Context: an optimization exercise on an open-source flow, tuned for small area, a short achievable clock period and few clock cycles. The choices shown serve that exercise and are no tape-out recipe.
Where RTL was checked, it was by simulation tests only, not by an equivalence proof against the original.
Power and IR drop assume default switching activity.

run 1:
Design alu, start of the top module:
module alu(
	input wire clk,
	input wire reset,
	output reg [31:0] result,
	output done,
	input [2:0] sel,
	input [31:0] a,
	input [31:0] b
);
Size: about 1900 cells after synthesis, about 39 flip-flops, ~0.012 mm^2 of cells after synthesis.
export LEC_CHECK = 0
export ABC_AREA = 1
export CAP_MARGIN = 20
export CORE_MARGIN = 2
export CORE_UTILIZATION = 40
export SETUP_SLACK_MARGIN = 2.0
export SLEW_MARGIN = 20
export TNS_END_PERCENT = 20
create_clock -name core_clock -period 10.0 [get_ports {clk}]
standard.sh (not shown) runs the stock make flow with config.mk's settings and CLKGATE_MAP_FILE= SYNTH_SCRIPT=/design/flow/synth_recipe.tcl, a recipe that flattens the netlist after the stock synthesis.
==> flow/flow/run.sh <==
#!/bin/bash
# The standard layout, except that the port buffers are buf_2 cells: left to
# itself buffer_ports picks clkdlybuf4s50_1, a slow delay cell, for every port.
set -euo pipefail
bash standard.sh synth > make_synth.log 2>&1
bash standard.sh BUFFER_PORTS_ARGS="-buffer_cell sky130_fd_sc_hd__buf_2" finish > make_finish.log 2>&1
Looking at the reports, run 1 completed the entire flow and the layout it produced met the timing, DRC and antenna checks.
Testbench counts of run 1, summed over its fixed seeds: cycles 14,763.
The inputs of run 2 differ from those of run 1 as listed below.
Settings: a change of SETUP_SLACK_MARGIN from 2.0 to 3.0; a deleted ABC_AREA that had been 1.
==> comparison <==
- Taking run 1 as the reference, in run 2 area of the core lower, post-route worst setup slack higher.
- Run 2 vs. run 1: global-route usage shrank by 0.28 points, final worst hold slack increased by 0.12 ns relative to the old numbers.
Changes in run 3 relative to run 2:
Settings: an added PLACE_DENSITY of 0.72.
Notes after the runs:
Compared to run 2, the routing of run 3 uses less wire. Measured against each other, run 2 and run 3 differ in final standard cell area without fillers, the lower figure coming from run 3. Relative slew slack, run 2 and run 3: smaller value in run 2. Between run 2 and run 3, the clock transition at the register clock pins on the worst setup and hold paths after CTS does not differ in any meaningful way. Diff run 3..run 2 | number of pins with negative max-slew slack in the final report | unchanged. Diff run 2 and run 3: global-route wire length before repair lower in run 3.

---

alu, a different RTL version from the one above (not shown whole).
Size in the first run: about 40 flip-flops, ~100 I/O pins, about 11,000 µm² of cells after synthesis.
clock: 10.0 ns
lec_check: 0
cap_margin: 20
core_margin: 2
core_utilization: 40
setup_slack_margin: 3.0
slew_margin: 20
tns_end_percent: 100
Scripts as last shown in full above: flow/flow/run.sh
The first run produced a clean layout.
Testbench counts at the start, summed over its fixed seeds: cycles 14,763.
==> next run, changes <==
==> flow/flow/run.sh (replaced) <==
#!/bin/bash
# The standard layout, except that the port buffers are buf_4 cells: left to
# itself buffer_ports picks clkdlybuf4s50_1, a slow delay cell, for every port.
set -euo pipefail
bash standard.sh synth > make_synth.log 2>&1
bash standard.sh BUFFER_PORTS_ARGS="-buffer_cell sky130_fd_sc_hd__buf_4" finish > make_finish.log 2>&1
- ABC_AREA: unset -> 1
- SETUP_SLACK_MARGIN: 3.0 -> 2.5
Outcome:
- setup slack barely changes
- die area went up by 9.8%
- core utilization went down by 2.4 points
- global-route usage went up by 1.9 points
==> next run, changes <==
- ABC_AREA: 1 -> unset
- SETUP_SLACK_MARGIN: 2.5 -> 1.5
Effect: The changed run produced a clean layout; combinational power went down by 18%; maximum frequency drops by 11%; total power is lower by 15%; die area goes down by 8.9%; design area is lower by 8.9%; hold slack gets worse by 0.0053 ns; utilization goes up by 0.23 points; worst setup slack degrades by 0.84 ns.
==> next run, changes <==
- CORE_UTILIZATION: 40 -> 55
- SETUP_SLACK_MARGIN: 1.5 -> 3.0
The changed run finished with timing, DRC and antenna clean.
Routed wire length increases by 0.49%.
Global-route usage increases by 11 points.
Design area increases by 5.6%.
Total power increases by 4.2%.
Die area decreases by 27%.
Synthesized cell count is unchanged.
Utilization increases by 20 points.
Area after synthesis is unchanged.
Fmax increases by 13%.
Non-clock buffer count increases by 18.
Worst setup slack gains 0.89 ns.
==> next run, changes <==
- CORE_UTILIZATION: 55 -> 40
- SETUP_SLACK_MARGIN: 3.0 -> 2.5
The new run went through all stages and came out clean.
Area after synthesis does not change.
Clock-buffer cell count came out higher by 1.
Fmax came out lower by a few percent.

---

alu again, from the RTL that the note above started with.
clock: 10.0 ns
lec_check: 0
abc_area: 1
cap_margin: 20
core_margin: 2
core_utilization: 40
setup_slack_margin: 3.0
slew_margin: 20
tns_end_percent: 20
==> flow/flow/run.sh <==
#!/bin/bash
# The standard layout, except that the port buffers are buf_2 cells: left to
# itself buffer_ports picks clkdlybuf4s50_1, a slow delay cell, for every port.
set -euo pipefail
bash standard.sh synth > make_synth.log 2>&1
bash standard.sh BUFFER_PORTS_ARGS="-buffer_cell sky130_fd_sc_hd__buf_2" finish > make_finish.log 2>&1
Testbench counts at the start, summed over its fixed seeds: cycles 14,763.
Next try:
==> flow/flow/run.sh (replaced) <==
#!/bin/bash
# The standard layout, except that the port buffers are buf_4 cells: left to
# itself buffer_ports picks clkdlybuf4s50_1, a slow delay cell, for every port.
set -euo pipefail
bash standard.sh synth > make_synth.log 2>&1
bash standard.sh BUFFER_PORTS_ARGS="-buffer_cell sky130_fd_sc_hd__buf_4" finish > make_finish.log 2>&1
--- a/flow/config.mk
+++ b/flow/config.mk
@@ -7,3 +7,2 @@
 export LEC_CHECK = 0
-export ABC_AREA = 1
 export CAP_MARGIN = 20
@@ -13,2 +12,2 @@
 export SLEW_MARGIN = 20
-export TNS_END_PERCENT = 20
+export TNS_END_PERCENT = 100
=>
- sequential share of layout area rises by 0.24 points
- cell area falls by a few percent
- total power falls by roughly a tenth
- global-route usage falls by 2.9 points
- via count falls by about a fifth
- critical path depth falls by 1
- sequential power rises by about a fifth
Next try:
--- a/flow/config.mk
+++ b/flow/config.mk
@@ -12,2 +12,2 @@
 export SLEW_MARGIN = 20
-export TNS_END_PERCENT = 100
+export TNS_END_PERCENT = 20
What happened: Utilization went down by 0.60 points. Clock-buffer cell count stays the same. Clock power is about the same. Combinational power stays flat.
Next try:
==> flow/flow/run.sh (replaced) <==
#!/bin/bash
# The standard layout, except that the port buffers are buf_2 cells: left to
# itself buffer_ports picks clkdlybuf4s50_1, a slow delay cell, for every port.
set -euo pipefail
bash standard.sh synth > make_synth.log 2>&1
bash standard.sh BUFFER_PORTS_ARGS="-buffer_cell sky130_fd_sc_hd__buf_2" finish > make_finish.log 2>&1
What happened:
- The new run went through all stages and came out clean
- sequential share of layout area barely changes
- via count hardly moves
- synthesized area stays the same
- routed wire length falls by about 1.3%
- utilization shrinks by 0.31 points
- synthesized cell count does not change
- setup slack improved by 0.047 ns

---

## lane 1
alu, a different RTL version from the one above (not shown whole).
Size: ~1500 cells after synthesis, about 100 I/O pins, roughly 11000 sq um of cells after synthesis.
Settings: LEC_CHECK=0, CAP_MARGIN=20, CORE_MARGIN=2, CORE_UTILIZATION=40, SETUP_SLACK_MARGIN=2.5, SLEW_MARGIN=20, TNS_END_PERCENT=100; clock period 10.0 ns.
run.sh (not shown) runs the stock make flow with config.mk's settings and CLKGATE_MAP_FILE= SYNTH_SCRIPT=/design/flow/synth_recipe.tcl, a recipe that flattens the netlist after the stock synthesis.
Stock flow here: none of the scripts above is used.
Testbench counts of lane 1, summed over its fixed seeds: cycles 14,763.
Modified inputs, lane 2 compared to lane 1
# lane 1
export LEC_CHECK = 0
export CAP_MARGIN = 20
export CORE_MARGIN = 2
export CORE_UTILIZATION = 40
export SETUP_SLACK_MARGIN = 2.5
export SLEW_MARGIN = 20
export TNS_END_PERCENT = 100
create_clock -name core_clock -period 10.0 [get_ports {clk}]
# lane 2
export LEC_CHECK = 0
export CAP_MARGIN = 20
export CORE_MARGIN = 2
export CORE_UTILIZATION = 40
export SETUP_SLACK_MARGIN = 3.5
export SLEW_MARGIN = 20
export TNS_END_PERCENT = 100
create_clock -name core_clock -period 10.0 [get_ports {clk}]
==> comparison <==
Total power went up by a few percent going from lane 1 to lane 2.
Comparing lane 2 and lane 1, the higher area growth from synthesis to layout is on lane 2.
Compared with lane 1, lane 2 shows a higher non-filler instance count after layout.
Lower total power per unit cell area was reported by lane 2, not lane 1.

---

RTL: one of the versions met above, not the one the previous note started from.
For scale: roughly 1500 cells after synthesis, about 39 flip-flops, about 100 I/O pins.
clock: 10.0 ns
lec_check: 0
cap_margin: 20
core_margin: 2
core_utilization: 55
setup_slack_margin: 3.0
slew_margin: 20
tns_end_percent: 20
standard.sh (not shown) runs the stock make flow with config.mk's settings and CLKGATE_MAP_FILE= SYNTH_SCRIPT=/design/flow/synth_recipe.tcl, a recipe that flattens the netlist after the stock synthesis.
==> flow/flow/run.sh <==
#!/bin/bash
# The standard layout, except that the port buffers are buf_2 cells: left to
# itself buffer_ports picks clkdlybuf4s50_1, a slow delay cell, for every port.
set -euo pipefail
bash standard.sh synth > make_synth.log 2>&1
bash standard.sh BUFFER_PORTS_ARGS="-buffer_cell sky130_fd_sc_hd__buf_2" finish > make_finish.log 2>&1
Testbench counts at the start, summed over its fixed seeds: cycles 14,763.
Rerun with:
CORE_UTILIZATION = 40   (was 55)
PLACE_DENSITY = 0.5   (was unset)
Result:
- total power increases by about 3.5%
- wire length increases by 8.8%
- sequential share of layout area decreases by 0.11 points
- via count decreases by 1.1%
- core utilization decreases by 17 points
- first-iteration DRC count decreases by about 7%
- clock skew increases by 0.0030 ns
- register-to-register slack gets worse by 0.02 ns

---

Another version of the RTL of alu (not shown whole).
Size in the first run: ~1500 cells after synthesis, ~40 flip-flops, ~100 I/O pins, ~0.011 mm2 of cells after synthesis.
==> flow/config.mk <==
export PLATFORM = sky130hd
export DESIGN_NAME = alu
export DESIGN_NICKNAME = alu
export VERILOG_FILES = /design/flow/design.v
export SDC_FILE = /design/flow/constraint.sdc
export NUM_CORES = 4
export LEC_CHECK = 0
export CAP_MARGIN = 20
export CORE_MARGIN = 2
export CORE_UTILIZATION = 65
export PLACE_DENSITY = 0.75
export SETUP_SLACK_MARGIN = 3.5
export SLEW_MARGIN = 20
export TNS_END_PERCENT = 100
==> flow/constraint.sdc <==
create_clock -name core_clock -period 10.0 [get_ports {clk}]
set_input_delay 2.0000 -clock core_clock [delete_from_list [all_inputs] [get_ports {clk}]]
set_output_delay 2.0000 -clock core_clock [all_outputs]
set_load 0.01 [all_outputs]
run.sh (not shown) runs the stock make flow with config.mk's settings and CLKGATE_MAP_FILE= SYNTH_SCRIPT=/design/flow/synth_recipe.tcl, a recipe that flattens the netlist after the stock synthesis.
Stock flow here: none of the scripts above is used.
The starting point finished with timing, DRC and antenna clean.
Change:
CORE_UTILIZATION = 40   (was 65)
PLACE_DENSITY = unset   (was 0.75)
The changed run finished with timing, DRC and antenna clean.
Global-route usage decreases by 17 points.
Total power hardly moves.
Clock skew decreases by 0.0041 ns.
Routed wire length decreases by a little under a tenth.
Combinational power decreases by a few percent.
Utilization decreases by 31 points.
Clock-buffer cell count is unchanged.
Sequential power hardly moves.
No run of this note included a check of the RTL's function; only the layout flow was run.

==> port drivers added, routing unchanged <==
In the flow no input, the clock included, has a driving cell. The finished layouts below were timed again as built, in two steps. Step 1 assumes that a clkbuf_16 drives the clock port and a buf_2 every other input. Step 2 adds t to the input delays and takes it off the output delays; t is the mean of the earliest and latest rising clock arrival at the registers after step 1. Input paths then give back, and output paths get back, about the clock's delay inside the block. Slacks: no drivers / after step 1 / after step 2; pairs: no drivers / after step 1.
| run | t, ns | setup WS [ns] | worst hold slack (ns) | worst setup path at the end | latest minus earliest clock arrival (ns) |
|---|---|---|---|---|---|
| run 1 | 0.347 | 2.432 / 2.408 / 2.408 | 0.556 / 0.556 / 0.556 | input to output | 0.009 / 0.009 |
| run 2 | 0.333 | 2.860 / 2.826 / 2.826 | 0.672 / 0.672 / 0.672 | input to output | 0.014 / 0.014 |
| run 3 | 0.332 | 2.765 / 2.721 / 2.721 | 0.634 / 0.634 / 0.634 | input to output | 0.006 / 0.006 |
| the first run of note 2 | 0.342 | 2.882 / 2.828 / 2.828 | 0.503 / 0.503 / 0.503 | input to output | 0.009 / 0.009 |
| the second run of note 2 | 0.347 | 2.883 / 2.853 / 2.853 | 0.519 / 0.519 / 0.519 | input to output | 0.005 / 0.006 |
| the third run of note 2 | 0.325 | 2.042 / 2.016 / 2.016 | 0.513 / 0.513 / 0.513 | input to output | 0.006 / 0.006 |
| the fourth run of note 2 | 0.332 | 2.929 / 2.818 / 2.818 | 0.507 / 0.507 / 0.507 | input to output | 0.009 / 0.009 |
| the fifth run of note 2 | 0.335 | 2.526 / 2.487 / 2.487 | 0.504 / 0.504 / 0.504 | input to output | 0.011 / 0.010 |
| the first run of note 3 | 0.347 | 3.150 / 3.125 / 3.125 | 0.520 / 0.520 / 0.520 | input to output | 0.009 / 0.009 |
| the second run of note 3 | 0.345 | 2.878 / 2.757 / 2.757 | 0.511 / 0.511 / 0.511 | input to output | 0.006 / 0.006 |
| the third run of note 3 | 0.344 | 2.893 / 2.774 / 2.774 | 0.511 / 0.511 / 0.511 | input to output | 0.007 / 0.007 |
| the fourth run of note 3 | 0.344 | 2.939 / 2.889 / 2.889 | 0.502 / 0.502 / 0.502 | input to output | 0.009 / 0.009 |
| lane 1 | 0.341 | 2.642 / 2.618 / 2.588 | 0.508 / 0.508 / 0.508 | input to register | 0.009 / 0.009 |
| lane 2 | 0.344 | 2.779 / 2.753 / 2.753 | 0.503 / 0.503 / 0.503 | input to output | 0.008 / 0.007 |
| the first run of note 5 | 0.324 | 2.777 / 2.737 / 2.737 | 0.659 / 0.659 / 0.659 | input to output | 0.004 / 0.004 |
| the second run of note 5 | 0.328 | 2.851 / 2.811 / 2.811 | 0.666 / 0.666 / 0.666 | input to output | 0.007 / 0.007 |
| the first run of note 6 | 0.331 | 2.358 / 2.298 / 2.298 | 0.533 / 0.533 / 0.533 | input to output | 0.008 / 0.009 |
| the second run of note 6 | 0.329 | 2.899 / 2.858 / 2.858 | 0.520 / 0.520 / 0.520 | input to output | 0.004 / 0.005 |
After both steps every run listed still meets setup and hold. The setup slack of the second run of note 3, which loses most, moves by -0.121 ns with the drivers and by -0.121 ns with both steps.
